Context: an optimization exercise on an open-source flow, tuned for small area. The choices shown serve that exercise and are no tape-out recipe.
RTL that was checked went through simulation tests only; none was proved equivalent to the original.
Only the layout flow was run in run 1; the RTL was not checked for function there.
No activity file was given, so power comes from the tool's default toggle rates.

### flow/design.v
module blockGame(board_clk, rst, VGA_R, VGA_G, VGA_B, hsync, vsync, clk, blank_n, up, down, left, right, levelselect1, levelselect2);
input board_clk, rst;
input up, down, left, right;
input levelselect1, levelselect2;
output hsync, vsync, clk, blank_n;
output [7:0] VGA_R, VGA_G, VGA_B;
function automatic inxc(input [9:0] xx, input [9:0] b, input [9:0] w);
	inxc = (xx > b) && (xx < b + w);
endfunction
function automatic inx(input [9:0] xx, input [9:0] b, input [9:0] w);
	reg [10:0] c; reg [9:0] d; integer i;
	begin
		c[0] = 1'b0;
		for (i = 0; i < 10; i = i + 1) begin
			d[i] = xx[i] ^ ~b[i] ^ c[i];
			c[i+1] = (xx[i] & ~b[i]) | (xx[i] & c[i]) | (~b[i] & c[i]);
		end
		inx = c[10] && (d < w - 10'd1);
	end
endfunction
function automatic [9:0] add10(input [9:0] p, input [9:0] q);
	reg c; integer i;
	begin
		c = 1'b0;
		for (i = 0; i < 10; i = i + 1) begin
			add10[i] = p[i] ^ q[i] ^ c;
			c = (p[i] & q[i]) | (p[i] & c) | (q[i] & c);
		end
	end
endfunction
function automatic [8:0] add9(input [8:0] p, input [8:0] q);
	reg c; integer i;
	begin
		c = 1'b0;
		for (i = 0; i < 9; i = i + 1) begin
			add9[i] = p[i] ^ q[i] ^ c;
			c = (p[i] & q[i]) | (p[i] & c) | (q[i] & c);
		end
	end
endfunction
function automatic [6:0] add7(input [6:0] p, input [6:0] q);
	reg c; integer i;
	begin
		c = 1'b0;
		for (i = 0; i < 7; i = i + 1) begin
			add7[i] = p[i] ^ q[i] ^ c;
			c = (p[i] & q[i]) | (p[i] & c) | (q[i] & c);
		end
	end
endfunction
function automatic [7:0] add8(input [7:0] p, input [7:0] q);
	reg c; integer i;
	begin
		c = 1'b0;
		for (i = 0; i < 8; i = i + 1) begin
			add8[i] = p[i] ^ q[i] ^ c;
			c = (p[i] & q[i]) | (p[i] & c) | (q[i] & c);
		end
	end
endfunction
function automatic [13:0] inc14c(input [13:0] p, input ci);
	reg c; integer i;
	begin
		c = ci;
		for (i = 0; i < 14; i = i + 1) begin
			inc14c[i] = p[i] ^ c;
			c = p[i] & c;
		end
	end
endfunction
function automatic [9:0] inc10c(input [9:0] p, input ci);
	reg c; integer i;
	begin
		c = ci;
		for (i = 0; i < 10; i = i + 1) begin
			inc10c[i] = p[i] ^ c;
			c = p[i] & c;
		end
	end
endfunction
reg a, s;
always @(posedge board_clk) begin
	if (rst) begin a <= 1'b0; s <= 1'b0; end
	else begin a <= ~a; s <= s | a; end
end
wire clk_en = a | rst;
assign clk = s & ~a;
reg [13:0] h;
wire h_end = h[13] & h[12] & h[7] & h[6] & h[4] & h[2];	 
always @(posedge board_clk) begin
	if (rst) h <= 14'd6250;
	else h <= (h_end & a) ? 14'd0 : inc14c(h, a);
end
wire upd_s = h_end & ~a;	 
wire upd   = h_end & a;		 
reg [9:0] px, py;
wire pinc = a & s;
wire px_end = px[9] & px[8] & px[4] & px[3] & px[0];	 
wire py_end = py[9] & py[3] & py[2] & py[0];		 
wire pyinc = pinc & px_end;
always @(posedge board_clk) begin
	if (rst) begin px <= 10'd0; py <= 10'd0; end
	else begin
		px <= pyinc ? 10'd0 : inc10c(px, pinc);
		py <= (pyinc & py_end) ? 10'd0 : inc10c(py, pyinc);
	end
end
wire [9:0] x = px;
wire [9:0] y = py;
assign blank_n = (x < 10'd640) && (y < 10'd480);
assign hsync = ~((x >= 10'd655) && (x < 10'd747));
assign vsync = ~((y >= 10'd490) && (y < 10'd492));
wire screen = blank_n;
wire border = (x < 10'd75) || ((x >= 10'd566) && (x < 10'd641)) || (y < 10'd75) || ((y >= 10'd406) && (y < 10'd481));
wire end_zone = (x >= 10'd540) && (x <= 10'd565) && (y >= 10'd75) && (y <= 10'd100);
wire go_text =
	(((y >= 10'd200) && (y < 10'd210)) && (((x >= 10'd210) && (x < 10'd250)) || ((x >= 10'd290) && (x < 10'd300)) || ((x >= 10'd340) && (x < 10'd350)) || ((x >= 10'd380) && (x < 10'd390)) || ((x >= 10'd410) && (x < 10'd460)))) ||
	(((y >= 10'd210) && (y < 10'd220)) && (((x >= 10'd200) && (x < 10'd210)) || ((x >= 10'd280) && (x < 10'd290)) || ((x >= 10'd300) && (x < 10'd310)) || ((x >= 10'd340) && (x < 10'd360)) || ((x >= 10'd370) && (x < 10'd390)) || ((x >= 10'd410) && (x < 10'd420)))) ||
	(((y >= 10'd220) && (y < 10'd230)) && (((x >= 10'd200) && (x < 10'd210)) || ((x >= 10'd230) && (x < 10'd250)) || ((x >= 10'd270) && (x < 10'd280)) || ((x >= 10'd310) && (x < 10'd320)) || ((x >= 10'd340) && (x < 10'd350)) || ((x >= 10'd360) && (x < 10'd370)) || ((x >= 10'd380) && (x < 10'd390)) || ((x >= 10'd410) && (x < 10'd440)))) ||
	(((y >= 10'd230) && (y < 10'd240)) && (((x >= 10'd200) && (x < 10'd210)) || ((x >= 10'd240) && (x < 10'd250)) || ((x >= 10'd270) && (x < 10'd320)) || ((x >= 10'd340) && (x < 10'd350)) || ((x >= 10'd380) && (x < 10'd390)) || ((x >= 10'd410) && (x < 10'd420)))) ||
	(((y >= 10'd240) && (y < 10'd250)) && (((x >= 10'd210) && (x < 10'd250)) || ((x >= 10'd270) && (x < 10'd280)) || ((x >= 10'd310) && (x < 10'd320)) || ((x >= 10'd340) && (x < 10'd350)) || ((x >= 10'd380) && (x < 10'd390)) || ((x >= 10'd410) && (x < 10'd460)))) ||
	(((y >= 10'd260) && (y < 10'd270)) && (((x >= 10'd210) && (x < 10'd240)) || ((x >= 10'd270) && (x < 10'd280)) || ((x >= 10'd310) && (x < 10'd320)) || ((x >= 10'd340) && (x < 10'd390)) || ((x >= 10'd410) && (x < 10'd450)))) ||
	(((y >= 10'd270) && (y < 10'd280)) && (((x >= 10'd200) && (x < 10'd210)) || ((x >= 10'd240) && (x < 10'd250)) || ((x >= 10'd270) && (x < 10'd280)) || ((x >= 10'd310) && (x < 10'd320)) || ((x >= 10'd340) && (x < 10'd350)) || ((x >= 10'd410) && (x < 10'd420)) || ((x >= 10'd450) && (x < 10'd460)))) ||
	(((y >= 10'd280) && (y < 10'd290)) && (((x >= 10'd200) && (x < 10'd210)) || ((x >= 10'd240) && (x < 10'd250)) || ((x >= 10'd270) && (x < 10'd280)) || ((x >= 10'd310) && (x < 10'd320)) || ((x >= 10'd340) && (x < 10'd370)) || ((x >= 10'd410) && (x < 10'd450)))) ||
	(((y >= 10'd290) && (y < 10'd300)) && (((x >= 10'd200) && (x < 10'd210)) || ((x >= 10'd240) && (x < 10'd250)) || ((x >= 10'd280) && (x < 10'd290)) || ((x >= 10'd300) && (x < 10'd310)) || ((x >= 10'd340) && (x < 10'd350)) || ((x >= 10'd410) && (x < 10'd420)) || ((x >= 10'd450) && (x < 10'd460)))) ||
	(((y >= 10'd300) && (y < 10'd310)) && (((x >= 10'd210) && (x < 10'd240)) || ((x >= 10'd290) && (x < 10'd300)) || ((x >= 10'd340) && (x < 10'd390)) || ((x >= 10'd410) && (x < 10'd420)) || ((x >= 10'd450) && (x < 10'd460))));
wire win_text =
	(((y >= 10'd230) && (y < 10'd240)) && (((x >= 10'd230) && (x < 10'd240)) || ((x >= 10'd270) && (x < 10'd280)) || ((x >= 10'd300) && (x < 10'd350)) || ((x >= 10'd370) && (x < 10'd380)) || ((x >= 10'd410) && (x < 10'd420)) || ((x >= 10'd430) && (x < 10'd440)))) ||
	(((y >= 10'd240) && (y < 10'd250)) && (((x >= 10'd230) && (x < 10'd240)) || ((x >= 10'd270) && (x < 10'd280)) || ((x >= 10'd320) && (x < 10'd330)) || ((x >= 10'd370) && (x < 10'd390)) || ((x >= 10'd410) && (x < 10'd420)) || ((x >= 10'd430) && (x < 10'd440)))) ||
	(((y >= 10'd250) && (y < 10'd260)) && (((x >= 10'd230) && (x < 10'd240)) || ((x >= 10'd250) && (x < 10'd260)) || ((x >= 10'd270) && (x < 10'd280)) || ((x >= 10'd320) && (x < 10'd330)) || ((x >= 10'd370) && (x < 10'd380)) || ((x >= 10'd390) && (x < 10'd400)) || ((x >= 10'd410) && (x < 10'd420)) || ((x >= 10'd430) && (x < 10'd440)))) ||
	(((y >= 10'd260) && (y < 10'd270)) && (((x >= 10'd230) && (x < 10'd250)) || ((x >= 10'd260) && (x < 10'd280)) || ((x >= 10'd320) && (x < 10'd330)) || ((x >= 10'd370) && (x < 10'd380)) || ((x >= 10'd400) && (x < 10'd420)))) ||
	(((y >= 10'd270) && (y < 10'd280)) && (((x >= 10'd230) && (x < 10'd240)) || ((x >= 10'd270) && (x < 10'd280)) || ((x >= 10'd300) && (x < 10'd350)) || ((x >= 10'd370) && (x < 10'd380)) || ((x >= 10'd410) && (x < 10'd420)) || ((x >= 10'd430) && (x < 10'd440))));
wire level_text =
	(((y >= 10'd35) && (y < 10'd37)) && (((x >= 10'd300) && (x < 10'd302)) || ((x >= 10'd312) && (x < 10'd322)) || ((x >= 10'd324) && (x < 10'd326)) || ((x >= 10'd332) && (x < 10'd334)) || ((x >= 10'd336) && (x < 10'd346)) || ((x >= 10'd348) && (x < 10'd350)))) ||
	(((y >= 10'd37) && (y < 10'd39)) && (((x >= 10'd300) && (x < 10'd302)) || ((x >= 10'd312) && (x < 10'd314)) || ((x >= 10'd324) && (x < 10'd326)) || ((x >= 10'd332) && (x < 10'd334)) || ((x >= 10'd336) && (x < 10'd338)) || ((x >= 10'd348) && (x < 10'd350)))) ||
	(((y >= 10'd39) && (y < 10'd41)) && (((x >= 10'd300) && (x < 10'd302)) || ((x >= 10'd312) && (x < 10'd318)) || ((x >= 10'd324) && (x < 10'd326)) || ((x >= 10'd332) && (x < 10'd334)) || ((x >= 10'd336) && (x < 10'd342)) || ((x >= 10'd348) && (x < 10'd350)))) ||
	(((y >= 10'd41) && (y < 10'd43)) && (((x >= 10'd300) && (x < 10'd302)) || ((x >= 10'd312) && (x < 10'd314)) || ((x >= 10'd326) && (x < 10'd328)) || ((x >= 10'd330) && (x < 10'd332)) || ((x >= 10'd336) && (x < 10'd338)) || ((x >= 10'd348) && (x < 10'd350)))) ||
	(((y >= 10'd43) && (y < 10'd45)) && (((x >= 10'd300) && (x < 10'd310)) || ((x >= 10'd312) && (x < 10'd322)) || ((x >= 10'd328) && (x < 10'd330)) || ((x >= 10'd336) && (x < 10'd346)) || ((x >= 10'd348) && (x < 10'd358))));
wire num0_text = (((y >= 10'd35) && (y < 10'd37)) && ((x >= 10'd362) && (x < 10'd366))) || (((y >= 10'd37) && (y < 10'd43)) && ((x >= 10'd360) && (x < 10'd362))) || (((y >= 10'd37) && (y < 10'd43)) && ((x >= 10'd366) && (x < 10'd368))) || (((y >= 10'd43) && (y < 10'd45)) && ((x >= 10'd362) && (x < 10'd366)));
wire num1_text = (((y >= 10'd35) && (y < 10'd37)) && ((x >= 10'd362) && (x < 10'd366))) || (((y >= 10'd37) && (y < 10'd43)) && ((x >= 10'd364) && (x < 10'd366))) || (((y >= 10'd43) && (y < 10'd45)) && ((x >= 10'd362) && (x < 10'd368)));
wire num2_text = (((y >= 10'd35) && (y < 10'd37)) && ((x >= 10'd360) && (x < 10'd368))) || (((y >= 10'd37) && (y < 10'd39)) && ((x >= 10'd368) && (x < 10'd370))) || (((y >= 10'd39) && (y < 10'd41)) && ((x >= 10'd362) && (x < 10'd368))) || (((y >= 10'd41) && (y < 10'd43)) && ((x >= 10'd360) && (x < 10'd362))) || (((y >= 10'd43) && (y < 10'd45)) && ((x >= 10'd360) && (x < 10'd370)));
reg pact, pact_d;
reg [1:0] pdir;
wire pu = ~up, pd = ~down, pl = ~left, pr = ~right;
always @(posedge board_clk) begin
	if (rst) begin
		pact <= 1'b0; pact_d <= 1'b0; pdir <= 2'd0;
	end else if (upd_s) begin
		pact_d <= pact;
		if (pact)
			pact <= (pdir == 2'd0) ? pu : (pdir == 2'd1) ? pd : (pdir == 2'd2) ? pl : pr;
		else begin
			pact <= pu | pd | pl | pr;
			pdir <= pu ? 2'd0 : pd ? 2'd1 : pl ? 2'd2 : 2'd3;
		end
	end
end
reg u2;
always @(posedge board_clk) u2 <= upd;
wire u1 = upd;
reg [9:0] x1a, x1b;	 
reg [7:0] x2a, x2b;	 
reg [8:0] x3a, x3b;	 
reg [7:0] x4a, x4b;	 
reg [8:0] y1a, y1b;	 
reg [8:0] y2a, y2b;	 
reg [8:0] y3a, y3b;	 
reg [6:0] l2v1y;
wire [9:0] l1h3x = x1b;
wire [7:0] l1h1x_1 = x2a;
wire [7:0] l2h2x = x2b;
wire [8:0] l2h5x = x3b;
wire [8:0] l2h1x_1 = x3a;
wire [8:0] l2h6x = {x4b[6:0], 2'b11};
wire [8:0] l1v3y = y1b;
wire [8:0] l1v1y_1 = y1a;
wire [8:0] l1v5y = y2b;
wire [8:0] l2v3y = y3b;
wire [9:0] l0hx = x1b;
wire [7:0] l1h1x = x2b;
wire [8:0] l2h1x = x3b;
wire [7:0] plx_h = x4b;
wire [8:0] l1v1y = y1b;
wire [8:0] l0vy = y2b;
wire [8:0] ply = y3b;
reg l1lag2, l1lag4, l1lag5, l1lagv2, l1lagv4, l1lagv6, l2lag3, l2lag4, l2lagv2, l2lagv4, l2lagv5;
wire c1 = (~l1h1x_1[0] & ~l1h1x_1[3] & ~l1h1x_1[6] & ~l1h1x_1[7]), c3 = (~l1h3x[1] & l1h3x[2] & l1h3x[6]);
wire l1h_rs3 = ~c1 & ~l1lag2 & c3;
wire l1h_mv = ~c1 & ~l1lag2 & ~c3 & ~l1lag4 & ~l1lag5;
wire f1 = (~l1v1y_1[0] & ~l1v1y_1[4] & ~l1v1y_1[5] & l1v1y_1[7]), f3 = (l1v3y[3] & l1v3y[5] & ~l1v3y[6]), f5 = (l1v5y[0] & l1v5y[6] & ~l1v5y[7]);
wire l1v_rs3 = ~f1 & ~l1lagv2 & f3;
wire l1v_rs5 = ~f1 & ~l1lagv2 & ~f3 & ~l1lagv4 & f5;
wire l1v_mv = ~f1 & ~l1lagv2 & ~f3 & ~l1lagv4 & ~f5 & ~l1lagv6;
wire e1 = (~l2h1x_1[2] & ~l2h1x_1[4] & ~l2h1x_1[5] & l2h1x_1[6]), e2 = (~l2h2x[2] & ~l2h2x[4] & ~l2h2x[5] & l2h2x[6]), e5 = (l2h5x[4] & l2h5x[5] & l2h5x[7] & l2h5x[8]), e6 = (~x4b[0] & ~x4b[1] & ~x4b[2] & ~x4b[4] & ~x4b[6]);
wire l2h_rs2 = ~e1 & e2;
wire l2h_n = ~e1 & ~e2 & ~l2lag3 & ~l2lag4;
wire l2h_rs5 = l2h_n & e5;
wire l2h_rs6 = l2h_n & ~e5 & e6;
wire l2h_mv = l2h_n & ~e5 & ~e6;
wire g1 = (~l2v1y[0] & ~l2v1y[4] & ~l2v1y[5]), g3 = (~l2v3y[7] & ~l2v3y[8]);
wire l2v_rs3 = ~g1 & ~l2lagv2 & g3;
wire l2v_mv = ~g1 & ~l2lagv2 & ~g3 & ~l2lagv4 & ~l2lagv5;
reg l1h_mv2, l2h_mv2, l1v_mv2;	 
always @(posedge board_clk) begin
	l1h_mv2 <= u1 & l1h_mv;
	l2h_mv2 <= u1 & l2h_mv;
	l1v_mv2 <= u1 & l1v_mv;
end
always @(posedge board_clk) begin
	if (rst) begin
		l1lag2 <= 1'b0; l1lag4 <= 1'b0; l1lag5 <= 1'b0; l1lagv2 <= 1'b0; l1lagv4 <= 1'b0; l1lagv6 <= 1'b0;
		l2lag3 <= 1'b0; l2lag4 <= 1'b0; l2lagv2 <= 1'b0; l2lagv4 <= 1'b0; l2lagv5 <= 1'b0;
		l2v1y <= 7'd125;
	end else if (u1) begin
		if (c1) l1lag2 <= 1'b1; else if (l1lag2) l1lag2 <= 1'b0;
		if (l1h_rs3) begin l1lag4 <= 1'b1; l1lag5 <= 1'b1; end
		else if (~c1 & ~l1lag2 & ~c3) begin
			if (l1lag4) l1lag4 <= 1'b0; else if (l1lag5) l1lag5 <= 1'b0;
		end
		if (f1) l1lagv2 <= 1'b1; else if (l1lagv2) l1lagv2 <= 1'b0;
		if (l1v_rs3) l1lagv4 <= 1'b1; else if (~f1 & ~l1lagv2 & ~f3 & l1lagv4) l1lagv4 <= 1'b0;
		if (l1v_rs5) l1lagv6 <= 1'b1; else if (~f1 & ~l1lagv2 & ~f3 & ~l1lagv4 & ~f5 & l1lagv6) l1lagv6 <= 1'b0;
		if (l2h_rs2) begin l2lag3 <= 1'b1; l2lag4 <= 1'b1; end
		else if (~e1 & ~e2) begin
			if (l2lag3) l2lag3 <= 1'b0; else if (l2lag4) l2lag4 <= 1'b0;
		end
		if (g1) begin l2v1y <= 7'd125; l2lagv2 <= 1'b1; l2lagv5 <= 1'b1; end
		else if (l2lagv2) l2lagv2 <= 1'b0;
		else if (~g3) begin
			if (l2lagv4) l2lagv4 <= 1'b0;
			else if (l2lagv5) l2lagv5 <= 1'b0;
			else l2v1y <= add7(l2v1y, -7'd3);
		end
		if (l2v_rs3) l2lagv4 <= 1'b1;
	end
end
wire px_l = pact_d & (pdir == 2'd2), px_r = pact_d & (pdir == 2'd3);
wire py_u = pact_d & (pdir == 2'd0), py_d = pact_d & (pdir == 2'd1);
wire [9:0] nx1 = (a ? l1h_rs3 : (~x1b[0] & ~x1b[1] & ~x1b[2] & ~x1b[3] & ~x1b[5] & ~x1b[6] & ~x1b[8] & ~x1b[9])) ? (a ? 10'd510 : 10'd616) :
	(a ? l1h_mv : 1'b1) ? add10(x1b, a ? 10'd3 : -10'd7) : x1b;
wire [7:0] nx2 = (a ? l2h_rs2 : (~x2b[0] & ~x2b[3] & ~x2b[6] & ~x2b[7])) ? (a ? 8'd165 : 8'd215) :
	(a ? l2h_mv : l1h_mv2) ? add8(x2b, a ? -8'd2 : -8'd3) : x2b;
wire [8:0] nx3 = (a ? l2h_rs5 : (~x3b[2] & ~x3b[4] & ~x3b[5] & x3b[6])) ? 9'd165 :
	(a ? l2h_mv : l2h_mv2) ? add9(x3b, a ? 9'd5 : -9'd1) : x3b;
wire [7:0] nx4 = (a & l2h_rs6) ? 8'd113 :
	(a ? l2h_mv : (px_l | px_r)) ? add8(x4b, (a | px_l) ? -8'd1 : 8'd1) : x4b;
wire [8:0] ny1 = (a ? l1v_rs3 : (~y1b[0] & ~y1b[4] & ~y1b[5] & y1b[7])) ? 9'd336 :
	(a ? l1v_mv : l1v_mv2) ? add9(y1b, a ? 9'd3 : -9'd3) : y1b;
wire [8:0] ny2 = (a ? l1v_rs5 : (~y2b[0] & y2b[3] & y2b[7] & y2b[8])) ? (a ? 9'd300 : 9'd25) :
	(a ? l1v_mv : 1'b1) ? add9(y2b, a ? -9'd3 : 9'd5) : y2b;
wire [8:0] ny3 = (a & l2v_rs3) ? 9'd340 :
	(a ? l2v_mv : (py_u | py_d)) ? add9(y3b, a ? -9'd9 : py_u ? -9'd4 : 9'd4) : y3b;
wire uu = u1 | u2;
wire first = ~a & ~s;
always @(posedge board_clk) begin
	x1b <= x1a; x2b <= x2a; x3b <= x3a; x4b <= x4a; y1b <= y1a; y2b <= y2a; y3b <= y3a;
	if (rst) begin
		x1a <= 10'd510; x2a <= 8'd165; x3a <= 9'd165; x4a <= 8'd113;
		y1a <= 9'd336;  y2a <= 9'd300; y3a <= 9'd340;
	end else if (first) begin
		x1a <= 10'd566; x2a <= 8'd215; x3a <= 9'd165; x4a <= 8'd18;
		y1a <= 9'd336;  y2a <= 9'd75;  y3a <= 9'd385;
	end else if (uu) begin
		x1a <= nx1; x2a <= nx2; x3a <= nx3; x4a <= nx4; y1a <= ny1; y2a <= ny2; y3a <= ny3;
	end else begin
		x1a <= x1b; x2a <= x2b; x3a <= x3b; x4a <= x4b; y1a <= y1b; y2a <= y2b; y3a <= y3b;
	end
end
function automatic inxw(input [9:0] xx, input [9:0] b, input [9:0] wa, input [9:0] wb, input ph);
	reg [10:0] c; reg [9:0] d; integer i;
	begin
		c[0] = 1'b0;
		for (i = 0; i < 10; i = i + 1) begin
			d[i] = xx[i] ^ ~b[i] ^ c[i];
			c[i+1] = (xx[i] & ~b[i]) | (xx[i] & c[i]) | (~b[i] & c[i]);
		end
		inxw = c[10] && (ph ? (d < wb - 10'd1) : (d < wa - 10'd1));
	end
endfunction
wire cx1 = inxw(x, x1a, 10'd20, 10'd50, a);
wire cx2 = inxw(x, {2'b0, x2a}, 10'd15, 10'd20, a);
wire cx3 = inxw(x, {1'b0, x3a}, 10'd25, 10'd15, a);
wire cx4 = inxw(x, {x4a, 2'b11}, 10'd25, 10'd20, a);
wire cy1 = inxw(y, {1'b0, y1a}, 10'd20, 10'd20, a);
wire cy2 = inxw(y, {1'b0, y2a}, 10'd20, 10'd50, a);
wire cy3 = inxw(y, {1'b0, y3a}, 10'd20, 10'd20, a);
reg kx1, kx2, kx3, kx4, ky1, ky2, ky3;	 
always @(posedge board_clk) begin
	kx1 <= cx1; kx2 <= cx2; kx3 <= cx3; kx4 <= cx4; ky1 <= cy1; ky2 <= cy2; ky3 <= cy3;
end
wire xl1h3 = kx1, xl0h = cx1;
wire xl2h2 = kx2, xl1h1 = cx2;
wire xl2h5 = kx3, xl2h1 = cx3;
wire xl2h6 = kx4, xpl = cx4;
wire yl1v3 = ky1, yl1v1 = cy1;
wire yl1v5 = ky2, yl0v = cy2;
wire yl2v3 = ky3, ypl = cy3;
wire yl2v1 = inx(y, {3'b0, l2v1y}, 10'd10);
wire player = xpl && ypl;
wire l0_v = inxc(x, 10'd300, 10'd50) && yl0v;
wire l0_h = xl0h && inxc(y, 10'd249, 10'd50);
wire l0_s = inxc(x, 10'd515, 10'd50) && inxc(y, 10'd100, 10'd50);
wire l1_s1 = inxc(x, 10'd70, 10'd75) && inxc(y, 10'd70, 10'd75);
wire l1_s2 = inxc(x, 10'd200, 10'd75) && inxc(y, 10'd155, 10'd75);
wire l1_s3 = inxc(x, 10'd200, 10'd75) && inxc(y, 10'd331, 10'd75);
wire l1_s4 = inxc(x, 10'd455, 10'd75) && inxc(y, 10'd290, 10'd75);
wire l1_s5 = inxc(x, 10'd455, 10'd75) && inxc(y, 10'd70, 10'd75);
wire l1_h1 = xl1h1 && inxc(y, 10'd165, 10'd20);
wire l1_h2 = (l1lag2 ? inxc(x, 10'd50, 10'd20) : xl1h1) && inxc(y, 10'd210, 10'd20);
wire l1_h3 = xl1h3 && inxc(y, 10'd340, 10'd20);
wire l1_h4 = (l1lag4 ? inxc(x, 10'd588, 10'd20) : xl1h3) && inxc(y, 10'd300, 10'd20);
wire l1_h5 = (l1lag5 ? inxc(x, 10'd588, 10'd20) : xl1h3) && inxc(y, 10'd120, 10'd20);
wire l1_v1 = inxc(x, 10'd205, 10'd20) && yl1v1;
wire l1_v2 = inxc(x, 10'd250, 10'd20) && (l1lagv2 ? inxc(y, 10'd204, 10'd20) : yl1v1);
wire l1_v3 = inxc(x, 10'd460, 10'd20) && yl1v3;
wire l1_v4 = inxc(x, 10'd505, 10'd20) && (l1lagv4 ? inxc(y, 10'd426, 10'd20) : yl1v3);
wire l1_v5 = inxc(x, 10'd460, 10'd20) && yl1v5;
wire l1_v6 = inxc(x, 10'd505, 10'd20) && (l1lagv6 ? inxc(y, 10'd123, 10'd20) : yl1v5);
wire l2_s  = inxc(x, 10'd165, 10'd412) && inxc(y, 10'd125, 10'd281);
wire l2_h1 = xl2h1 && inxc(y, 10'd350, 10'd15);
wire l2_h2 = xl2h2 && inxc(y, 10'd315, 10'd15);
wire l2_h3 = (l2lag3 ? inxc(x, 10'd75, 10'd15) : xl2h2) && inxc(y, 10'd280, 10'd15);
wire l2_h4 = (l2lag4 ? inxc(x, 10'd75, 10'd15) : xl2h2) && inxc(y, 10'd245, 10'd15);
wire l2_h5 = xl2h5 && inxc(y, 10'd75, 10'd25);
wire l2_h6 = xl2h6 && inxc(y, 10'd100, 10'd25);
wire l2_v1 = inxc(x, 10'd515, 10'd10) && yl2v1;
wire l2_v2 = inxc(x, 10'd490, 10'd10) && (l2lagv2 ? inxc(y, 10'd74, 10'd10) : yl2v1);
wire l2_v3 = inxc(x, 10'd75, 10'd20) && yl2v3;
wire l2_v4 = inxc(x, 10'd105, 10'd20) && (l2lagv4 ? inxc(y, 10'd124, 10'd20) : yl2v3);
wire l2_v5 = inxc(x, 10'd540, 10'd10) && (l2lagv5 ? inxc(y, 10'd74, 10'd10) : yl2v1);
wire sel0 = ~levelselect1 & ~levelselect2;
wire sel1 = levelselect1 & ~levelselect2;
wire [15:0] v0 = {13'd0, l0_s, l0_h, l0_v};
wire [15:0] v1 = {l1_v6, l1_v5, l1_v4, l1_v3, l1_v2, l1_v1, l1_h5, l1_h4, l1_h3, l1_h2, l1_h1, l1_s5, l1_s4, l1_s3, l1_s2, l1_s1};
wire [15:0] v2 = {4'd0, l2_v5, l2_v4, l2_v3, l2_v2, l2_v1, l2_h6, l2_h5, l2_h4, l2_h3, l2_h2, l2_h1, l2_s};
wire [15:0] bv = sel0 ? v0 : sel1 ? v1 : v2;
reg fb0, fb1, fb2, fb34, fb56, fb79, fb1011, fb1215;
always @(posedge board_clk) if (clk_en) begin
	fb0 <= bv[0]; fb1 <= bv[1]; fb2 <= bv[2];
	fb34 <= bv[3] | bv[4];
	fb56 <= bv[5] | bv[6];
	fb79 <= bv[7] | bv[8] | bv[9];
	fb1011 <= bv[10] | bv[11];
	fb1215 <= |bv[15:12];
end
wire f012 = fb0 | fb1 | fb2;
wire f04 = f012 | fb34;
wire f011 = f04 | fb56 | fb79 | fb1011;
wire fall = f011 | fb1215;
wire f1015 = fb1011 | fb1215;
wire f711 = fb79 | fb1011;
reg cw, cl, cd;
wire goal = player & end_zone;
wire hitbox = player & (border | fall);
always @(posedge board_clk) if (clk_en) begin
	if (rst) begin
		cw <= 1'b0; cl <= 1'b0; cd <= 1'b0;
	end else begin
		cw <= cw | (~cl & goal);
		cl <= cl | (~cw & ~goal & hitbox);
		cd <= cw | cl;
	end
end
wire win = cw & cd, game_over = cl & cd;
reg R, G, B;
always @(posedge board_clk) if (clk_en) begin
	if (game_over) begin
		R <= screen & ~go_text; G <= 1'b0; B <= 1'b0;
	end else if (win) begin
		R <= 1'b0; G <= screen & ~win_text; B <= 1'b0;
	end else if (sel0) begin
		R <= (border & ~level_text & ~num0_text) | player | fb2;
		G <= (border & ~level_text & ~num0_text) | end_zone | fb0;
		B <= ~player & ((border & ~level_text & ~num0_text) | f012);
	end else if (sel1) begin
		R <= (border & ~level_text & ~num1_text) | player | f04;
		G <= (border & ~level_text & ~num1_text) | end_zone | f1015;
		B <= ~player & ((border & ~level_text & ~num1_text) | fall);
	end else begin
		R <= (border & ~level_text & ~num2_text) | player | fb0;
		G <= (border & ~level_text & ~num2_text) | end_zone | f711;
		B <= ~player & ((border & ~level_text & ~num2_text) | f011);
	end
end
reg oR, oG, oB;
always @(posedge board_clk) if (clk_en) begin
	oR <= R; oG <= G; oB <= B;
end
assign VGA_R = {8{oR}};
assign VGA_G = {8{oG}};
assign VGA_B = {8{oB}};
endmodule
### flow/flow/run.sh
#!/bin/bash
# The standard layout (standard.sh), with two changes to how it is made:
#  - the port buffers use the smallest buffer cell (buf_1) instead of ORFS's default choice;
#  - clock tree synthesis clusters up to 25 flip-flops per leaf buffer and inserts no
#    dummy loads (the same arguments ORFS passes otherwise).
# The make output goes to standard.log in this folder; ORFS keeps each step's own log
# under orfs/logs.
set -euo pipefail
export BUFFER_PORTS_ARGS="-buffer_cell sky130_fd_sc_hd__buf_1"
export CTS_ARGS="-sink_clustering_enable -repair_clock_nets -sink_clustering_size 25 -sink_clustering_max_diameter 90 -dont_use_dummy_load"
bash standard.sh > standard.log 2>&1
### flow/standard.sh
#!/bin/bash
# synth_recipe.tcl (not shown) runs the flow's synth.tcl, then flattens the netlist and writes it again
# the make line also repeats each setting of config.mk as NAME=value (left out here)
make -C /OpenROAD-flow-scripts/flow DESIGN_CONFIG=/design/flow/config.mk WORK_HOME=/design/flow/orfs CLKGATE_MAP_FILE= SYNTH_SCRIPT=/design/flow/synth_recipe.tcl "${@:-finish}"
### flow/config.mk
export PLATFORM = sky130hd
export DESIGN_NAME = blockGame
export DESIGN_NICKNAME = blockGame
export VERILOG_FILES = /design/flow/design.v
export SDC_FILE = /design/flow/constraint.sdc
export NUM_CORES = 4
export LEC_CHECK = 0
export CAP_MARGIN = 20
export CORE_MARGIN = 2
export CORE_UTILIZATION = 40
export SLEW_MARGIN = 20
### flow/constraint.sdc
create_clock -name core_clock -period 10.0 [get_ports {board_clk}]
set_input_delay 2.0000 -clock core_clock [delete_from_list [all_inputs] [get_ports {board_clk}]]
set_output_delay 2.0000 -clock core_clock [all_outputs]
set_load 0.01 [all_outputs]
==> reports/results.txt, run 1 <==
final hold slack -> 332 ps
gpl congestion -> 0.974
top_reg_cell synth -> dfxtp_1
Layout area overhead -> 5.14%
TNS Setup -> 0 ps
asr flop ratio synth -> 0
row cnt -> 68
diodes inserted -> 0
top cells by area, synth -> dfxtp_1, fa_1, ha_1
vias in the first global route -> 11700
antenna violations before repair -> 0
Commonest cells post-synth -> dfxtp_1, inv_1, nor2_1
TritonCTS Buffers -> 15
most frequent cell after synthesis -> dfxtp_1
Yosys top cell by area -> dfxtp_1
post-synthesis sequential area ratio -> 0.309
EDFF count, synth -> 17
Syn. warnings -> 1
fin cells -> 2054
Core ar. -> 34700 um^2
setup bufs post-CTS -> 0
fmax -> 0.194 GHz
CP Launch Type -> flip-flop
final WL -> 43300 um
Die Area -> 36900 um^2
worst slew pin tran -> 1010 ps
Seq cells post-synth -> 210
post-placement cell count -> 2039
largest net degree at the start of global routing -> 41
final setup violation count -> 0
Peak supply drop -> 0.0000824 V
Core Util, Final -> 0.429
first-pass GRT wire length -> 68100 um
IO Pins -> 36
Final period util -> 0.515
unrepaired setup endpoints after global routing -> false
1st-iter DRT viols -> 1321
Clock Tree Buf Depth -> 3
Final Max Tran Viols -> 0
CP Class -> reg -> reg
IO Port Bufs -> 35
clk sink count -> 210
status -> no timing/DRC/antenna violations
Post-DRT Antenna Nets -> 0
skew final -> 35.1 ps
detailed-placement wirelength estimate -> 31700 um
clk slew on worst S/H paths -> 100 ps
share of cells above drive strength 1 -> 0.0563
PwrDens -> 107 nW/um^2
Die H -> 192 um
first drt pass iteration count -> 6
maximum fanout along the worst path -> 20
Avg Cell Area, Syn -> 8.71 um^2
average wire per standard cell -> 21.1 um
CTS tree -> built
initial core utilization -> 0.408
HP Class -> reg -> reg
Layout fillers -> 3510
Total GRT Usage -> 0.238
Residual DRC -> 0
DR vias -> 12200
vias per inst -> 5.95
Distinct cells, synth -> 99
Lkg Pwr -> 5.96 nW
Slew HR -> 0.317
Syn Inst Count -> 1624
Crit. End Element -> flip-flop
cts repair resizes -> 0
grt total ovfl -> 0
worst path arrival time -> 5490 ps
mapped cell area -> 14100 um^2
min Tclk post-route -> 5150 ps
root buffer cell -> clkbuf_16
Post-layout nets -> 1772
final hold vios -> 0
Yosys top cell area share -> 0.273
max_cap viols -> 0
die width -> 192 um
hold-fix buffers at CTS -> 0
latest clock arrival within the worst-skew pair -> 500 ps
H-tree depth -> 1
syn_nets -> 1795
Req. time, crit path -> 10340 ps
==> report_power, final <==
part	leakage (nW)	internal [mW]	switching (mW)
Clock	0.185	0.268	0.298
Combinational	4.03	0.0500	0.0836
Sequential	1.75	0.873	0.0246
Total	5.96	1.19	0.406
==> routing by layer <==
layer  vias up  part of all wire  global-route usage
li1       5607                 -                   -
met1      5897              0.43               0.329
met5         -                 0                   0
met3       124             0.076              0.0312
met4         0             0.052               0.116
met2       584              0.44               0.368
==> worst max-delay path, stage by stage (launching register included) <==
cell,delay (ps)
dfxtp_1,570
ha_1,370
fa_1,360
inv_1,70
fa_1,150
inv_1,50
fa_1,380
fa_1,400
fa_1,370
inv_1,70
fa_1,150
inv_1,50
fa_1,360
inv_1,80
fa_1,160
ha_1,120
nand4b_1,80
or3_1,310
a21oi_1,200
nand2_1,240
nor4_1,320
nor2_1,60
nor2_1,80
==> cells in the final DEF (no fill, tap or decap), types with 28 or more instances in the layout <==
cell type	synthesis	layout
fa_1	98	98
dfxtp_1	193	192
nor3_1	45	45
inv_1	166	166
nand3_1	40	40
a21oi_1	101	101
and2_1	37	37
buf_1	7	34
nor2_1	145	145
buf_4	33	28
nand2_1	132	132
o21ai_0	83	83
ha_1	65	65
==> per-stage QoR <==
| step | setup slack, ps | power, mW | cell area (um^2) |
|---|---|---|---|
| after floorplan | 4530 | 1.01 | 14100 |
| after CTS | 4880 | 1.62 | 14900 |
| after global routing | 4490 | 1.67 | 14900 |
| final | 4850 | 1.60 | 14900 |
| after detailed placement | 4870 | 1.05 | 14500 |
| after global placement | 4990 | 1.05 | 14500 |
==> area by class of cell <==
class / instances / area [um^2] / area share
multi-input combinational: 1142 / 8580 / 0.577
inverter: 169 / 634 / 0.0426
clock buffer: 15 / 375 / 0.0252
timing repair buffer: 63 / 343 / 0.0230
tap: 455 / 569 / 0.0383
sequential: 210 / 4380 / 0.294
==> final timing paths <==
path                           from          endpoint  slack, ps  cells past startpoint
hold / removal    x2a[2]$_SDFF_PP1_    x2b[2]$_DFF_P_        330                      0
setup / recovery   py[0]$_SDFF_PP0_  cl$_SDFFCE_PP0P_       4850                     22
hold reg to reg   x2a[2]$_SDFF_PP1_    x2b[2]$_DFF_P_        330                      0
setup reg to reg   py[0]$_SDFF_PP0_  cl$_SDFFCE_PP0P_       4850                     22
==> flip-flops by register name (all words and copies together), names as in the netlist, 2 cells and up <==
register and count:
h 14, l2v1y 7, pdir 2, px 10, py 10, x1a 10
x1b 10, x2a 8, x2b 8, x3a 9, x3b 9, x4a 8
x4b 8, y1a 9, y1b 9, y2a 9, y2b 9, y3a 9
y3b 9
==> kinds of logic (layout without fill, tap and decap cells) <==
logic type / after synthesis / count (layout) / synth area share
simple gates: 549 / 549 / 0.198
compound gates: 387 / 387 / 0.182
buf+inv: 272 / 247 / 0.0848
flops: 210 / 210 / 0.309
fa+ha+maj: 165 / 165 / 0.198
mux: 22 / 22 / 0.0167
xor+xnor: 19 / 19 / 0.0118
==> run 2: changes to the inputs <==
--- a/flow/design.v
+++ b/flow/design.v
@@ -174,5 +174,5 @@
 wire [8:0] l2h6x = {x4b[6:0], 2'b11};
-wire [8:0] l1v3y = y1b;
+wire [8:0] l1v5y = y1b;
 wire [8:0] l1v1y_1 = y1a;
-wire [8:0] l1v5y = y2b;
+wire [8:0] l1v3y = y2b;
 wire [8:0] l2v3y = y3b;
@@ -246,6 +246,6 @@
 	(a ? l2h_mv : (px_l | px_r)) ? add8(x4b, (a | px_l) ? -8'd1 : 8'd1) : x4b;
-wire [8:0] ny1 = (a ? l1v_rs3 : (~y1b[0] & ~y1b[4] & ~y1b[5] & y1b[7])) ? 9'd336 :
-	(a ? l1v_mv : l1v_mv2) ? add9(y1b, a ? 9'd3 : -9'd3) : y1b;
-wire [8:0] ny2 = (a ? l1v_rs5 : (~y2b[0] & y2b[3] & y2b[7] & y2b[8])) ? (a ? 9'd300 : 9'd25) :
-	(a ? l1v_mv : 1'b1) ? add9(y2b, a ? -9'd3 : 9'd5) : y2b;
+wire [8:0] ny1 = (a ? l1v_rs5 : (~y1b[0] & ~y1b[4] & ~y1b[5] & y1b[7])) ? (a ? 9'd300 : 9'd336) :
+	(a ? l1v_mv : l1v_mv2) ? add9(y1b, -9'd3) : y1b;
+wire [8:0] ny2 = (a ? l1v_rs3 : (~y2b[0] & y2b[3] & y2b[7] & y2b[8])) ? (a ? 9'd336 : 9'd25) :
+	(a ? l1v_mv : 1'b1) ? add9(y2b, a ? 9'd3 : 9'd5) : y2b;
 wire [8:0] ny3 = (a & l2v_rs3) ? 9'd340 :
@@ -258,3 +258,3 @@
 		x1a <= 10'd510; x2a <= 8'd165; x3a <= 9'd165; x4a <= 8'd113;
-		y1a <= 9'd336;  y2a <= 9'd300; y3a <= 9'd340;
+		y1a <= 9'd300;  y2a <= 9'd336; y3a <= 9'd340;
 	end else if (first) begin
@@ -294,4 +294,4 @@
 wire xl2h6 = kx4, xpl = cx4;
-wire yl1v3 = ky1, yl1v1 = cy1;
-wire yl1v5 = ky2, yl0v = cy2;
+wire yl1v5 = ky1, yl1v1 = cy1;
+wire yl1v3 = ky2, yl0v = cy2;
 wire yl2v3 = ky3, ypl = cy3;
==> reports/results.txt, run 2 <==
status -> no timing/DRC/antenna violations (unchanged)
setup bufs post-CTS -> 0 (unchanged)
final WL -> 43700 um (was 43300 um)
syn_nets -> 1812 (was 1795)
CP Class -> reg -> reg (unchanged)
critical path's largest stage delay -> 580 ps (was 570 ps)
max_cap viols -> 0 (unchanged)
cts repair resizes -> 0 (unchanged)
top_reg_cell synth -> dfxtp_1 (unchanged)
1st-iter DRT viols -> 1112 (was 1321)
Distinct cells, synth -> 91 (was 99)
maximum fanout along the worst path -> 24 (was 20)
skew final -> 46.1 ps (was 35.1 ps)
TritonCTS Buffers -> 15 (unchanged)
mapped cell area -> 14200 um^2 (was 14100 um^2)
Total GRT Usage -> 0.240 (was 0.238)
first drt pass iteration count -> 6 (unchanged)
clk sink count -> 210 (unchanged)
RR Startpoint -> py[0]$_SDFF_PP0_ (unchanged)
antenna violations before repair -> 1 (was 0)
vias in the first global route -> 11900 (was 11700)
IO Port Bufs -> 35 (unchanged)
Slew HR -> 0.313 (was 0.317)
top cells by area, synth -> dfxtp_1, fa_1, ha_1 (unchanged)
Lkg Pwr -> 6.13 nW (was 5.96 nW)
worst slew pin tran -> 1020 ps (was 1010 ps)
Yosys top cell area share -> 0.273 (about the same)
unrepaired setup endpoints after global routing -> false (unchanged)
asr flop ratio synth -> 0 (unchanged)
Commonest cells post-synth -> dfxtp_1, inv_1, nor2_1 (unchanged)
Worst R2R Setup Slack -> 4880 ps (was 4850 ps)
Pwr Total -> 1.60 mW (about the same)
R2R depth -> 22 (unchanged)
max reg flops -> 14 (unchanged)
vias per inst -> 5.94 (was 5.95)
Biggest register -> h (unchanged)
Layout area overhead -> 5.71% (was 5.14%)
most frequent CP cell -> fa_1 (unchanged)
grt total ovfl -> 0 (unchanged)
Final Max Tran Viols -> 0 (unchanged)
DR vias -> 12300 (was 12200)
Die Area -> 37000 um^2 (was 36900 um^2)
min Tclk post-route -> 5120 ps (was 5150 ps)
Peak supply drop -> 0.000104 V (was 0.0000824 V)
row cnt -> 68 (unchanged)
Crit. End Element -> flip-flop (unchanged)
Syn. warnings -> 1 (unchanged)
Die H -> 192 um (about the same)
R2R Path End -> B$_SDFFCE_PP0P_ (was cl$_SDFFCE_PP0P_)
post-synthesis sequential area ratio -> 0.309 (about the same)
IO Pins -> 36 (unchanged)
detailed-placement wirelength estimate -> 32200 um (was 31700 um)
die width -> 192 um (about the same)
CP cell instances -> ha_1 > fa_1 > inv_1 > fa_1 > inv_1 > fa_1 > fa_1 > fa_1 > inv_1 > fa_1 > inv_1 > fa_1 > inv_1 > fa_1 > ha_1 > nand4b_1 > or3_1 > a21oi_1 > nand2_1 > nand3_1 > a221oi_2 > and2_1 (was ha_1 > fa_1 > inv_1 > fa_1 > inv_1 > fa_1 > fa_1 > fa_1 > inv_1 > fa_1 > inv_1 > fa_1 > inv_1 > fa_1 > ha_1 > nand4b_1 > or3_1 > a21oi_1 > nand2_1 > nor4_1 > nor2_1 > nor2_1)
hold path cells -> 0 (unchanged)
final hold vios -> 0 (unchanged)
Final period util -> 0.512 (was 0.515)
first-pass GRT wire length -> 69100 um (was 68100 um)
commonest non-fill, non-tap cell in the layout -> dfxtp_1 (unchanged)
fmax -> 0.195 GHz (was 0.194 GHz)
final setup violation count -> 0 (unchanged)
Post-layout nets -> 1790 (was 1772)
largest net degree at the start of global routing -> 61 (was 41)
HP Class -> reg -> reg (unchanged)
latest clock arrival within the worst-skew pair -> 510 ps (was 500 ps)
hold-fix buffers at CTS -> 0 (unchanged)
worst path arrival time -> 5360 ps (was 5490 ps)
Yosys top cell by area -> dfxtp_1 (unchanged)
share of cells above drive strength 1 -> 0.0526 (was 0.0563)
average wire per standard cell -> 21.1 um (about the same)
H-tree depth -> 1 (unchanged)
Core ar. -> 34700 um^2 (unchanged)
worst hold start -> y3a[7]$_SDFF_PP0_ (was x2a[2]$_SDFF_PP1_)
CP Launch Type -> flip-flop (unchanged)
most frequent cells in the layout -> dfxtp_1, inv_1, nor2_1 (unchanged)
clk slew on worst S/H paths -> 90 ps (was 100 ps)
root buffer cell -> clkbuf_16 (unchanged)
initial core utilization -> 0.408 (about the same)
CTS tree -> built (unchanged)
gpl congestion -> 0.997 (was 0.974)
most frequent cell after synthesis -> dfxtp_1 (unchanged)
Syn Inst Count -> 1641 (was 1624)
hold path endpoint -> y3b[7]$_DFF_P_ (was x2b[2]$_DFF_P_)
Req. time, crit path -> 10240 ps (was 10340 ps)
PwrDens -> 107 nW/um^2 (about the same)
Avg Cell Area, Syn -> 8.64 um^2 (was 8.71 um^2)
Post-DRT Antenna Nets -> 0 (unchanged)
Residual DRC -> 0 (unchanged)
Seq cells post-synth -> 210 (unchanged)
TNS Setup -> 0 ps (unchanged)
diodes inserted -> 0 (unchanged)
Clock Tree Buf Depth -> 3 (unchanged)
EDFF count, synth -> 17 (unchanged)
critical path's slowest cell -> dfxtp_1 (unchanged)
## run 2: cell count changes after synthesis, sizes merged, moves of 7 or more
cell     change
fa          -10
clkbuf      +23
nand3       +18
o31ai        +8
o21bai       +8
nand2b       +7
buf         -20
ha          +10
a21oi       -11
a2111oi      -9
nand2       -29
## run 2: routing by layer
| layer | up-vias | part of all wire | track usage |
|---|---|---|---|
| met5 | - | 0 | 0 |
| met4 | 0 | 0.040 | 0.0910 |
| met3 | 107 | 0.066 | 0.0354 |
| met2 | 497 | 0.45 | 0.382 |
| met1 | 5956 | 0.45 | 0.329 |
| li1 | 5745 | - | - |
## run 2: kinds of logic (layout without fill, tap and decap cells)
family / after synthesis / in the layout / share of synthesized area
AO/OA/AOI/OAI: 389 / 389 / 0.181
XOR/XNOR: 15 / 15 / 0.00927
adder cells (fa/ha/maj): 166 / 166 / 0.193
buffers and inverters: 267 / 243 / 0.0788
flip-flops: 210 / 210 / 0.309
multiplexers: 19 / 19 / 0.0146
AND/OR/NAND/NOR: 575 / 575 / 0.215
## run 2: area by class of cell
type / instances / area (um^2)
repair buffers: 67 / 373
fillers: 3526 / 19700
well taps: 455 / 569
inverters: 161 / 604
flip-flops and latches: 210 / 4380
clock buffers: 15 / 375
multi-input cells: 1164 / 8680
## run 2: critical path, delay by kind of cell, from the launching register on
family,cells,cell delay [ps]
fa+ha+maj,10,2770
simple gates,5,930
flops,1,580
buf+inv,5,320
compound gates,2,260
## run 2: metrics by stage
stage          worst slack [ps]  hold WS, ps  cell area (um^2)  std cells  utilization
3_5_place_dp               4850          336             14600       2057        0.421
6_report                   4880          330             15000       2072        0.432
4_1_cts                    4840          329             15000       2072        0.431
2_1_floorplan              5160          331             14200       1641            -
5_1_grt                    4490          336             15000       2072        0.432
3_3_place_gp               4900          335             14600       2057        0.421
## run 2: how the worst max path moves through the flow
stage / startpoint / to / slack (ps)
after floorplan: a$_SDFF_PP0_ / x1a[8]$_SDFF_PP1_ / 5160
after global routing: py[0]$_SDFF_PP0_ / B$_SDFFCE_PP0P_ / 4490
final: py[0]$_SDFF_PP0_ / B$_SDFFCE_PP0P_ / 4880
after global placement: py[0]$_SDFF_PP0_ / B$_SDFFCE_PP0P_ / 4900
after detailed placement: py[0]$_SDFF_PP0_ / B$_SDFFCE_PP0P_ / 4850
after CTS: py[0]$_SDFF_PP0_ / B$_SDFFCE_PP0P_ / 4840
## run 2: power breakdown
part | internal (mW) | switching, mW | leakage (nW)
Combinational | 0.0497 | 0.0836 | 4.20
Sequential | 0.877 | 0.0235 | 1.75
Clock | 0.268 | 0.299 | 0.185
Total | 1.19 | 0.407 | 6.13
==> run 3: changes to the inputs <==
==> flow/run.sh (new file) <==
#!/bin/bash
# synth_recipe.tcl (not shown) runs the flow's synth.tcl, then flattens the netlist and writes it again
# the make line also repeats each setting of config.mk as NAME=value (left out here)
make -C /OpenROAD-flow-scripts/flow DESIGN_CONFIG=/design/flow/config.mk WORK_HOME=/design/flow/orfs CLKGATE_MAP_FILE= SYNTH_SCRIPT=/design/flow/synth_recipe.tcl finish
--- a/flow/config.mk
+++ b/flow/config.mk
@@ -10,2 +10,4 @@
 export CORE_UTILIZATION = 40
+export CTS_CLUSTER_DIAMETER = 90
+export CTS_CLUSTER_SIZE = 25
 export SLEW_MARGIN = 20
removed: flow/flow/run.sh
removed: flow/standard.sh
==> reports/results.txt, run 3 <==
Residual DRC -> 0 (unchanged)
1st-iter DRT viols -> 1426 (was 1112)
root buffer cell -> clkbuf_16 (unchanged)
Synth Area in Compound Gates -> 0.181 (unchanged)
Lkg Pwr -> 6.31 nW (was 6.13 nW)
top_reg_cell synth -> dfxtp_1 (unchanged)
IO Pins -> 36 (unchanged)
Commonest cells post-synth -> dfxtp_1, inv_1, nor2_1 (unchanged)
fmax -> 0.204 GHz (was 0.195 GHz)
Avg Cell Area, Syn -> 8.64 um^2 (unchanged)
gpl congestion -> 0.972 (was 0.997)
clk slew on worst S/H paths -> 100 ps (was 90 ps)
IO Port Bufs -> 35 (unchanged)
worst slew pin tran -> 1090 ps (was 1020 ps)
detailed-placement wirelength estimate -> 31900 um (was 32200 um)
grt total ovfl -> 0 (unchanged)
DR vias -> 12400 (was 12300)
Peak supply drop -> 0.0000981 V (was 0.000104 V)
final WL -> 44000 um (was 43700 um)
final hold slack -> 335 ps (was 330 ps)
unrepaired setup endpoints after global routing -> false (unchanged)
TritonCTS Buffers -> 16 (was 15)
Distinct cells, synth -> 91 (unchanged)
status -> no timing/DRC/antenna violations (unchanged)
Post-layout nets -> 1789 (was 1790)
hold-fix buffers at CTS -> 0 (unchanged)
Core ar. -> 34700 um^2 (unchanged)
cts repair resizes -> 0 (unchanged)
setup bufs post-CTS -> 0 (unchanged)
Die Area -> 37000 um^2 (unchanged)
Final period util -> 0.490 (was 0.512)
most frequent cell after synthesis -> dfxtp_1 (unchanged)
final hold vios -> 0 (unchanged)
vias in the first global route -> 12000 (was 11900)
Crit. End Element -> flip-flop (unchanged)
vias per inst -> 5.97 (was 5.94)
xor/xnor share of the synthesized area -> 0.00927 (unchanged)
average wire per standard cell -> 21.1 um (about the same)
skew final -> 35.3 ps (was 46.1 ps)
R2R depth -> 22 (unchanged)
CP Class -> reg -> reg (unchanged)
first drt pass iteration count -> 6 (unchanged)
largest family of logic cells by synthesized area -> simple AND/OR/NAND/NOR gates (unchanged)
EDFF count, synth -> 17 (unchanged)
Yosys top cell by area -> dfxtp_1 (unchanged)
CTS tree -> built (unchanged)
simple-gate area share of the yosys netlist -> 0.215 (unchanged)
Pwr Total -> 1.78 mW (was 1.60 mW)
antenna violations before repair -> 0 (was 1)
top cells by area, synth -> dfxtp_1, fa_1, ha_1 (unchanged)
Final Max Tran Viols -> 0 (unchanged)
final setup violation count -> 0 (unchanged)
share of cells above drive strength 1 -> 0.0584 (was 0.0526)
first-pass GRT wire length -> 69600 um (was 69100 um)
H-tree depth -> 1 (unchanged)
Synth Area in Adders -> 0.193 (unchanged)
PwrDens -> 115 nW/um^2 (was 107 nW/um^2)
Slew HR -> 0.265 (was 0.313)
Total GRT Usage -> 0.242 (was 0.240)
RR Startpoint -> py[1]$_SDFF_PP0_ (was py[0]$_SDFF_PP0_)
Biggest register -> h (unchanged)
crit path from -> py[1]$_SDFF_PP0_ (was py[0]$_SDFF_PP0_)
clk sink count -> 210 (unchanged)
commonest non-fill, non-tap cell in the layout -> dfxtp_1 (unchanged)
post-synthesis sequential area ratio -> 0.309 (unchanged)
row cnt -> 68 (unchanged)
die width -> 192 um (unchanged)
largest net degree at the start of global routing -> 47 (was 61)
Post-DRT Antenna Nets -> 0 (unchanged)
latest clock arrival within the worst-skew pair -> 530 ps (was 510 ps)
Die H -> 192 um (unchanged)
R2R Path End -> B$_SDFFCE_PP0P_ (unchanged)
TNS Setup -> 0 ps (unchanged)
Syn Inst Count -> 1641 (unchanged)
mux contribution to synthesized area -> 0.0146 (unchanged)
CP Launch Type -> flip-flop (unchanged)
diodes inserted -> 0 (unchanged)
worst path arrival time -> 5180 ps (was 5360 ps)
Setup crit end -> B$_SDFFCE_PP0P_ (unchanged)
syn_nets -> 1812 (unchanged)
mapped cell area -> 14200 um^2 (unchanged)
initial core utilization -> 0.408 (unchanged)
most frequent cells in the layout -> dfxtp_1, inv_1, nor2_1 (unchanged)
Syn. warnings -> 1 (unchanged)
maximum fanout along the worst path -> 28 (was 24)
Req. time, crit path -> 10290 ps (was 10240 ps)
HP Class -> reg -> reg (unchanged)
asr flop ratio synth -> 0 (unchanged)
Worst R2R Setup Slack -> 5100 ps (was 4880 ps)
max_cap viols -> 0 (unchanged)
min Tclk post-route -> 4900 ps (was 5120 ps)
max reg flops -> 14 (unchanged)
Seq cells post-synth -> 210 (unchanged)
Layout area overhead -> 8.51% (was 5.71%)
Clock Tree Buf Depth -> 3 (unchanged)
Yosys top cell area share -> 0.273 (unchanged)
-- run 3: cell type report --
cell class	count	area, um^2
Sequential cell	210	4380
Fill cell	3475	19300
Clock inverter	11	174
Inverter	161	604
Tap cell	455	569
Clock buffer	16	400
Multi-Input combinational cell	1164	8680
Timing Repair Buffer	65	571
-- run 3: per-stage QoR --
stage          utilization  area (um^2)  worst slack (ps)  cells
3_5_place_dp         0.426        14800              5130   2055
3_3_place_gp         0.426        14800              5210   2055
4_1_cts              0.443        15400              5080   2082
2_1_floorplan            -        14200              5160   1641
6_report             0.443        15400              5100   2082
5_1_grt              0.443        15400              4870   2082
-- run 3: worst min-delay path by stage --
stage | depth (start not counted) | start | slack (ps) | end
floorplan | 0 | x1a[0]$_SDFF_PP0_ | 330 | x1b[0]$_DFF_P_
global placement | 0 | x1a[5]$_SDFF_PP1_ | 340 | x1b[5]$_DFF_P_
detailed placement | 0 | x1a[1]$_SDFF_PP1_ | 340 | x1b[1]$_DFF_P_
CTS | 0 | x1a[0]$_SDFF_PP0_ | 330 | x1b[0]$_DFF_P_
global route | 0 | x1a[0]$_SDFF_PP0_ | 330 | x1b[0]$_DFF_P_
finish | 0 | x1a[0]$_SDFF_PP0_ | 330 | x1b[0]$_DFF_P_
-- run 3: report_power, final --
part	total [mW]	switching, mW	internal [mW]
clock network	0.730	0.380	0.350
logic	0.142	0.0812	0.0609
registers	0.903	0.0267	0.876
total	1.78	0.488	1.29
-- run 3: cells by family after synthesis --
kind of cell,count (synthesis)
buffers and inverters,267
muxes,19
DFF,210
AOI/OAI and AO/OA,389
adders and majority gates,166
xor gates and xnor gates,15
and+or+nand+nor,575
-- run 3: routing by layer --
metal | GRT usage | routed length, um | vias up
met3 | 0.0265 | 3030 | 109
met5 | 0 | 0 | -
li1 | - | - | 5749
met2 | 0.384 | 19800 | 588
met1 | 0.334 | 19300 | 5992
met4 | 0.100 | 1880 | 0
-- run 3: critical path, cell delays in order, from the launching register on --
cell and delay [ps]:
dfxtp_1 310, buf_4 220, fa_1 450, inv_1 80, fa_1 160, inv_1 50, fa_1 370, fa_1 380
fa_1 360, inv_1 70, fa_1 160, inv_1 50, fa_1 350, inv_1 80, fa_1 170, ha_1 120
nand4b_1 80, or3_1 310, a21oi_1 260, nand2_1 260, nand3_1 170, a221oi_2 40, and2_1 150
==> run 4: changes to the inputs <==
--- a/flow/design.v
+++ b/flow/design.v
@@ -174,5 +174,5 @@
 wire [8:0] l2h6x = {x4b[6:0], 2'b11};
-wire [8:0] l1v5y = y1b;
+wire [8:0] l1v3y = y1b;
 wire [8:0] l1v1y_1 = y1a;
-wire [8:0] l1v3y = y2b;
+wire [8:0] l1v5y = y2b;
 wire [8:0] l2v3y = y3b;
@@ -246,6 +246,6 @@
 	(a ? l2h_mv : (px_l | px_r)) ? add8(x4b, (a | px_l) ? -8'd1 : 8'd1) : x4b;
-wire [8:0] ny1 = (a ? l1v_rs5 : (~y1b[0] & ~y1b[4] & ~y1b[5] & y1b[7])) ? (a ? 9'd300 : 9'd336) :
-	(a ? l1v_mv : l1v_mv2) ? add9(y1b, -9'd3) : y1b;
-wire [8:0] ny2 = (a ? l1v_rs3 : (~y2b[0] & y2b[3] & y2b[7] & y2b[8])) ? (a ? 9'd336 : 9'd25) :
-	(a ? l1v_mv : 1'b1) ? add9(y2b, a ? 9'd3 : 9'd5) : y2b;
+wire [8:0] ny1 = (a ? l1v_rs3 : (~y1b[0] & ~y1b[4] & ~y1b[5] & y1b[7])) ? 9'd336 :
+	(a ? l1v_mv : l1v_mv2) ? add9(y1b, a ? 9'd3 : -9'd3) : y1b;
+wire [8:0] ny2 = (a ? l1v_rs5 : (~y2b[0] & y2b[3] & y2b[7] & y2b[8])) ? (a ? 9'd300 : 9'd25) :
+	(a ? l1v_mv : 1'b1) ? add9(y2b, a ? -9'd3 : 9'd5) : y2b;
 wire [8:0] ny3 = (a & l2v_rs3) ? 9'd340 :
@@ -253,15 +253,18 @@
 wire uu = u1 | u2;
-wire first = ~a & ~s;
 always @(posedge board_clk) begin
-	x1b <= x1a; x2b <= x2a; x3b <= x3a; x4b <= x4a; y1b <= y1a; y2b <= y2a; y3b <= y3a;
 	if (rst) begin
-		x1a <= 10'd510; x2a <= 8'd165; x3a <= 9'd165; x4a <= 8'd113;
-		y1a <= 9'd300;  y2a <= 9'd336; y3a <= 9'd340;
-	end else if (first) begin
-		x1a <= 10'd566; x2a <= 8'd215; x3a <= 9'd165; x4a <= 8'd18;
-		y1a <= 9'd336;  y2a <= 9'd75;  y3a <= 9'd385;
-	end else if (uu) begin
-		x1a <= nx1; x2a <= nx2; x3a <= nx3; x4a <= nx4; y1a <= ny1; y2a <= ny2; y3a <= ny3;
+		x1a <= 10'd510; x1b <= 10'd566;
+		x2a <= 8'd165;  x2b <= 8'd215;
+		x3a <= 9'd165;  x3b <= 9'd165;
+		x4a <= 8'd113;  x4b <= 8'd18;
+		y1a <= 9'd336;  y1b <= 9'd336;
+		y2a <= 9'd300;  y2b <= 9'd75;
+		y3a <= 9'd340;  y3b <= 9'd385;
 	end else begin
-		x1a <= x1b; x2a <= x2b; x3a <= x3b; x4a <= x4b; y1a <= y1b; y2a <= y2b; y3a <= y3b;
+		x1b <= x1a; x2b <= x2a; x3b <= x3a; x4b <= x4a; y1b <= y1a; y2b <= y2a; y3b <= y3a;
+		if (uu) begin
+			x1a <= nx1; x2a <= nx2; x3a <= nx3; x4a <= nx4; y1a <= ny1; y2a <= ny2; y3a <= ny3;
+		end else begin
+			x1a <= x1b; x2a <= x2b; x3a <= x3b; x4a <= x4b; y1a <= y1b; y2a <= y2b; y3a <= y3b;
+		end
 	end
@@ -294,4 +297,4 @@
 wire xl2h6 = kx4, xpl = cx4;
-wire yl1v5 = ky1, yl1v1 = cy1;
-wire yl1v3 = ky2, yl0v = cy2;
+wire yl1v3 = ky1, yl1v1 = cy1;
+wire yl1v5 = ky2, yl0v = cy2;
 wire yl2v3 = ky3, ypl = cy3;
@@ -351,3 +354,4 @@
 wire f711 = fb79 | fb1011;
-reg cw, cl, cd;
+reg [1:0] cs;	 
+reg win, game_over;
 wire goal = player & end_zone;
@@ -356,10 +360,13 @@
 	if (rst) begin
-		cw <= 1'b0; cl <= 1'b0; cd <= 1'b0;
+		cs <= 2'd0; win <= 1'b0; game_over <= 1'b0;
 	end else begin
-		cw <= cw | (~cl & goal);
-		cl <= cl | (~cw & ~goal & hitbox);
-		cd <= cw | cl;
+		if (cs == 2'd0) cs <= goal ? 2'd1 : hitbox ? 2'd2 : 2'd0;
+		case (cs)
+			2'd0: begin win <= 1'b0; game_over <= 1'b0; end
+			2'd1: win <= 1'b1;
+			2'd2: game_over <= 1'b1;
+			default: ;
+		endcase
 	end
 end
-wire win = cw & cd, game_over = cl & cd;
 reg R, G, B;
--- a/flow/config.mk
+++ b/flow/config.mk
@@ -10,4 +10,2 @@
 export CORE_UTILIZATION = 40
-export CTS_CLUSTER_DIAMETER = 90
-export CTS_CLUSTER_SIZE = 25
 export SLEW_MARGIN = 20
==> reports/results.txt, run 4 <==
Worst Path Buf+Inv -> 4 (was 6)
Pwr Total -> 1.92 mW (was 1.78 mW)
post-synthesis sequential area ratio -> 0.308 (was 0.309)
Internal -> 1.45 mW (was 1.29 mW)
gpl congestion -> 0.993 (was 0.972)
mapped cell area -> 14300 um^2 (was 14200 um^2)
Final Max Tran Viols -> 0 (unchanged)
Slew HR -> 0.323 (was 0.265)
Layout area overhead -> 10.0% (was 8.51%)
Commonest cells post-synth -> dfxtp_1, nor2_1, inv_1 (was dfxtp_1, inv_1, nor2_1)
Core ar. -> 35400 um^2 (was 34700 um^2)
clk sink count -> 211 (was 210)
skew final -> 18.0 ps (was 35.3 ps)
row cnt -> 69 (was 68)
Biggest register -> h (unchanged)
Total GRT Usage -> 0.233 (was 0.242)
Avg Cell Area, Syn -> 8.57 um^2 (was 8.64 um^2)
Yosys top cell by area -> dfxtp_1 (unchanged)
Worst R2R Setup Slack -> 4990 ps (was 5100 ps)
Yosys top cell area share -> 0.271 (was 0.273)
met2 wire length -> 18900 um (was 19800 um)
Lkg Pwr -> 6.45 nW (was 6.31 nW)
antenna violations before repair -> 0 (unchanged)
Post-layout nets -> 1824 (was 1789)
final setup violation count -> 0 (unchanged)
share of cells above drive strength 1 -> 0.0809 (was 0.0584)
part of the power in registers -> 0.465 (was 0.509)
commonest non-fill, non-tap cell in the layout -> dfxtp_1 (unchanged)
setup bufs post-CTS -> 0 (unchanged)
Sw Ratio -> 0.248 (was 0.275)
grt total ovfl -> 0 (unchanged)
max reg flops -> 14 (unchanged)
Distinct cells, synth -> 93 (was 91)
Die Area -> 37200 um^2 (was 37000 um^2)
fmax -> 0.200 GHz (was 0.204 GHz)
crit path from -> a$_SDFF_PP0_ (was py[1]$_SDFF_PP0_)
most frequent CP cell -> fa_1 (unchanged)
unrepaired setup endpoints after global routing -> false (unchanged)
status -> no timing/DRC/antenna violations (unchanged)
cts repair resizes -> 0 (unchanged)
maximum fanout along the worst path -> 28 (unchanged)
RR Startpoint -> a$_SDFF_PP0_ (was py[1]$_SDFF_PP0_)
diodes inserted -> 0 (unchanged)
TNS Setup -> 0 ps (unchanged)
Syn Inst Count -> 1667 (was 1641)
1st-iter DRT viols -> 1340 (was 1426)
syn_nets -> 1838 (was 1812)
Crit. End Element -> flip-flop (unchanged)
post-placement cell count -> 2087 (was 2055)
CTS tree -> built (unchanged)
final WL -> 42500 um (was 44000 um)
most frequent cell after synthesis -> dfxtp_1 (unchanged)
Setup crit end -> x1a[9]$_SDFF_PP0_ (was B$_SDFFCE_PP0P_)
IO Port Bufs -> 35 (unchanged)
met3 wire len -> 2950 um (was 3030 um)
Post-DRT Antenna Nets -> 0 (unchanged)
clk slew on worst S/H paths -> 60 ps (was 100 ps)
first-pass GRT wire length -> 67600 um (was 69600 um)
fin cells -> 2130 (was 2082)
latest clock arrival within the worst-skew pair -> 540 ps (was 530 ps)
top cells by area, synth -> dfxtp_1, fa_1, ha_1 (unchanged)
TritonCTS Buffers -> 25 (was 16)
top_reg_cell synth -> dfxtp_1 (unchanged)
R2R Path End -> x1a[9]$_SDFF_PP0_ (was B$_SDFFCE_PP0P_)
IO Pins -> 36 (unchanged)
DR vias -> 12300 (was 12400)
NetSw -> 476 uW (was 488 uW)
CP Class -> reg -> reg (unchanged)
critical path's slowest cell -> dfxtp_4 (was fa_1)
min Tclk post-route -> 5010 ps (was 4900 ps)
root buffer cell -> clkbuf_16 (unchanged)
-- run 4: cell types whose count changed in the layout (fill, tap and decap cells not counted), moves of 11 or more --
| cell | delta |
|---|---|
| a31oi_1 | -11 |
| nand2_1 | +21 |
| or2_2 | +26 |
| clkbuf_16 | +11 |
| nor2_1 | +23 |
-- run 4: power by group through the flow --
| stage | combinational [mW] | sequential, mW | clock, mW |
|---|---|---|---|
| after global routing | 0.160 | 0.898 | 0.941 |
| after detailed placement | 0.140 | 0.913 | 0 |
| after CTS | 0.140 | 0.895 | 0.912 |
| final | 0.138 | 0.895 | 0.891 |
| after global placement | 0.137 | 0.912 | 0 |
| after floorplan | 0.103 | 0.907 | 0 |
-- run 4: worst reg2reg max path: cells and delay by family, from the launching register on --
kind / cells / cell delay, ps
adders and majority gates: 8 / 2890
buffers and inverters: 4 / 710
DFF: 1 / 660
and+or+nand+nor: 2 / 260
AOI/OAI and AO/OA: 2 / 230
xor gates and xnor gates: 1 / 180
-- run 4: through the flow --
stage,util,instance area (um^2),setup WS [ps]
2_1_floorplan,-,14300,4370
3_3_place_gp,0.421,14900,5050
3_5_place_dp,0.421,14900,5000
4_1_cts,0.444,15700,4970
5_1_grt,0.444,15700,4730
6_report,0.444,15700,4990
-- run 4: how the worst min path moves through the flow --
stage / start / to / depth (start not counted)
after floorplan: B$_SDFFCE_PP0P_ / oB$_DFFE_PP_ / 0
after global placement: G$_SDFFCE_PP0P_ / oG$_DFFE_PP_ / 0
after detailed placement: G$_SDFFCE_PP0P_ / oG$_DFFE_PP_ / 0
after CTS: B$_SDFFCE_PP0P_ / oB$_DFFE_PP_ / 0
after global routing: B$_SDFFCE_PP0P_ / oB$_DFFE_PP_ / 0
final: B$_SDFFCE_PP0P_ / oB$_DFFE_PP_ / 0
-- run 4: area by class of cell --
type / count / area, um^2
inverters: 161 / 604
clock inverters: 11 / 68.8
well taps: 461 / 577
fillers: 3398 / 19700
repair buffers: 62 / 551
flip-flops and latches: 211 / 4410
clock buffers: 32 / 724
multi-input cells: 1192 / 8780
-- run 4: cell families after synthesis --
family / Yosys count / share of synthesized area
DFF: 211 / 0.308
muxes: 19 / 0.0144
buffers and inverters: 264 / 0.0773
and+or+nand+nor: 628 / 0.226
AOI/OAI and AO/OA: 364 / 0.169
adders and majority gates: 166 / 0.196
xor gates and xnor gates: 15 / 0.00920
-- run 4: metal layers --
| layer | global-route usage | vias up |
|---|---|---|
| met5 | 0 | - |
| met3 | 0.0317 | 129 |
| met4 | 0.0915 | 0 |
| met2 | 0.364 | 531 |
| met1 | 0.326 | 5897 |
| li1 | - | 5772 |

re-timing with driven ports:
No port has a modelled driver above. Below, the same layouts with a new extraction and two added sets of constraints.
Step 1: set_driving_cell puts a clkbuf_16 on board_clk and a buf_2 on each other input, an assumption about the parent block.
Step 2 also shifts input and output timing later by t, the mid clock arrival at the registers, as if the neighbouring blocks saw the same clock.
Slacks: no drivers / after step 1 / after step 2; pairs: no drivers / after step 1.
run	t (ns)	slack for setup (ns)	worst hold slack (ns)
run 1	0.540	4.854 / 4.854 / 4.854	0.332 / 0.332 / 0.332
run 2	0.544	4.879 / 4.879 / 4.879	0.330 / 0.330 / 0.330
run 3	0.566	5.104 / 5.104 / 5.104	0.335 / 0.335 / 0.335
run 4	0.578	4.994 / 4.994 / 4.994	0.427 / 0.427 / 0.427
After both steps setup and hold are still met in every run listed.
